This design comes from an exercise in tuning for small area, a short achievable clock period and few clock cycles per item on the open sky130 flow, not from production work.

==> module barrett_step, before the edit <==
module barrett_step
#(
	parameter W = 163,
	parameter D = 20
)(
	input wire [W-1:0] t,
	input wire [W-1:0] a,
	input wire [W-1:0] g,
	input wire [D-1:0] bd,
	input wire [D-1:0] uh,
	input wire [D-1:0] nxt_h,
	input wire [D:0] mu,
	output wire [W-1:0] v,
	output wire [D-1:0] uh_nxt
);
wire [D-1:0] q;
genvar i, k, j;
generate
	for (i = 0; i < D; i = i + 1) begin : qbit
		wire [D-1-i:0] terms;
		for (k = i; k < D; k = k + 1) begin : tk
			assign terms[k-i] = uh[k] & mu[D+i-k];
		end
		assign q[i] = ^terms;
	end
	localparam NB = (W + D - 1) / D;
	wire [NB*D-1:0] a_pad = {{(NB*D-W){1'b0}}, a};
	wire [(NB+1)*D-1:0] ab_part [0:NB-1];
	for (k = 0; k < NB; k = k + 1) begin : blk
		wire [2*D-2:0] p;
		kmul #(.N(D)) km (.x(a_pad[k*D +: D]), .y(bd), .p(p));
		if (k == 0) begin : first
			assign ab_part[k] = {{(NB*D-2*D+D+1){1'b0}}, p};
		end else begin : next
			assign ab_part[k] = ab_part[k-1] ^ ({{((NB+1)*D-2*D+1){1'b0}}, p} << (k*D));
		end
	end
	wire [(NB+1)*D-1:0] ab = ab_part[NB-1];
	localparam HD = D / 2;                  
	localparam HW = (W + 1) / 2;            
	wire [HD-1:0] q0, q1, qs;
	wire [HW-1:0] g0, g1, gs;
	for (k = 0; k < HD; k = k + 1) begin : qh
		assign q0[k] = q[2*k];
		assign q1[k] = q[2*k+1];
		assign qs[k] = q[2*k] ^ q[2*k+1];
	end
	for (k = 0; k < HW; k = k + 1) begin : gh
		assign g0[k] = g[2*k];
		if (2 * k + 1 < W) begin : odd
			assign g1[k] = g[2*k+1];
		end else begin : none
			assign g1[k] = 1'b0;
		end
		assign gs[k] = g0[k] ^ g1[k];
	end
	wire [HW-1:0] pa, pb, pm;
	wire [HD+HW-2:0] pa_full, pb_full;
	conv_ffa1 #(.NQ(HD), .NG(HW)) ca (.q(q0), .g(g0), .p(pa_full));
	conv_ffa1 #(.NQ(HD), .NG(HW)) cb (.q(q1), .g(g1), .p(pb_full));
	assign pa = pa_full[HW-1:0];
	assign pb = pb_full[HW-1:0];
	wire [HD+HW-2:0] pm_full;
	conv_ffa1 #(.NQ(HD), .NG(HW)) cm (.q(qs), .g(gs), .p(pm_full));
	assign pm = pm_full[HW-1:0];
	for (j = 0; j < W; j = j + 1) begin : col
		wire early;
		if (j >= D)
			assign early = t[j-D] ^ ab[j];
		else
			assign early = ab[j];
		wire late;
		if (j % 2 == 0) begin : ev
			if (j == 0)
				assign late = pa[0];
			else
				assign late = pb[j/2-1] ^ pa[j/2];
		end else begin : od
			assign late = pa[j/2] ^ pb[j/2] ^ pm[j/2];
		end
		assign v[j] = early ^ late;
		if (j >= W - D) begin : top
			assign uh_nxt[j-(W-D)] = (early ^ nxt_h[j-(W-D)]) ^ late;
		end
	end
endgenerate
endmodule
Settings: LEC_CHECK=0, CAP_MARGIN=20, CORE_MARGIN=2, CORE_UTILIZATION=40, CTS_CLUSTER_DIAMETER=80, CTS_CLUSTER_SIZE=20, SLEW_MARGIN=20, SETUP_SLACK_MARGIN=10.3, BUFFER_PORTS_ARGS=-buffer_cell sky130_fd_sc_hd__buf_2; clock period 14.5 ns.
standard.sh (not shown) runs the stock make flow with config.mk's settings and CLKGATE_MAP_FILE= SYNTH_SCRIPT=/design/flow/synth_recipe.tcl, a recipe that flattens the netlist after the stock synthesis.
==> flow/flow/run.sh <==
#!/bin/bash
# Standard ORFS layout (the standard.sh), with repair_timing asked to
# aim for extra setup slack and smaller port buffers.
cat >> config.mk <<'EOC'
export SETUP_SLACK_MARGIN = 10.3
export BUFFER_PORTS_ARGS = -buffer_cell sky130_fd_sc_hd__buf_2
EOC
bash standard.sh > standard.log 2>&1
The baseline completed without violations.
Next try:
--- a/flow/design.v
+++ b/flow/design.v
@@ -101,13 +101,18 @@
 	wire [HD+HW-2:0] pa_full, pb_full;
 	conv_ffa1 #(.NQ(HD), .NG(HW)) ca (.q(q0), .g(g0), .p(pa_full));
 	conv_ffa1 #(.NQ(HD), .NG(HW)) cb (.q(q1), .g(g1), .p(pb_full));
 	assign pa = pa_full[HW-1:0];
 	assign pb = pb_full[HW-1:0];
-	wire [HD+HW-2:0] pm_full;
-	conv_ffa1 #(.NQ(HD), .NG(HW)) cm (.q(qs), .g(gs), .p(pm_full));
-	assign pm = pm_full[HW-1:0];
+	for (j = 0; j < HW; j = j + 1) begin : ffa
+		localparam N = (j + 1 < HD) ? j + 1 : HD;
+		wire [N-1:0] tm;
+		for (k = 0; k < N; k = k + 1) begin : tk
+			assign tm[k] = qs[k] & gs[j-k];
+		end
+		assign pm[j] = ^tm;
+	end
 	for (j = 0; j < W; j = j + 1) begin : col
 		wire early;
 		if (j >= D)
 			assign early = t[j-D] ^ ab[j];
 		else
Effect:
- wire length falls by a few percent
- clock skew falls by 41 ps
- via count falls by a few percent
- synthesized cell count rises slightly
- die area rises by a few percent
- count of clock-buffer cells in the layout falls by 4
- register-to-register slack improved by 120 ps
- global-route usage falls by 1.2 points
- setup slack improved by 87 ps
- final cell count falls slightly
- non-clock buffer count falls by 166
- hold slack improved by 3.6 ps
- cell area falls by a few percent
No run of this note included a check of the RTL's function; only the layout flow was run.

-- afterwards: timing with drivers on the ports --
In the flow no input, the clock included, has a driving cell. The finished layouts below were timed again as built, in two steps.
Step 1: set_driving_cell puts a clkbuf_16 on clk and a buf_2 on each other input, an assumption about the parent block.
Step 2 moves the port delays by t, midway between the first and last clock arrival at a register: inputs arrive t later, outputs are due t later. That takes back most of the time a late clock gives input paths.
Slacks: ideal ports / drivers / drivers and shift; pairs: ideal ports / drivers.
| run | t (ns) | setup WS [ns] | latest minus earliest clock arrival (ns) |
|---|---|---|---|
| the first run | 0.860 | 10.200 / 10.138 / 9.572 | 0.086 / 0.086 |
| the second run | 0.838 | 10.287 / 10.191 / 9.984 | 0.036 / 0.036 |
After both steps every run listed still meets setup and hold. The setup slack of the first run, which loses most, moves by -0.062 ns with the drivers and by -0.628 ns with both steps.
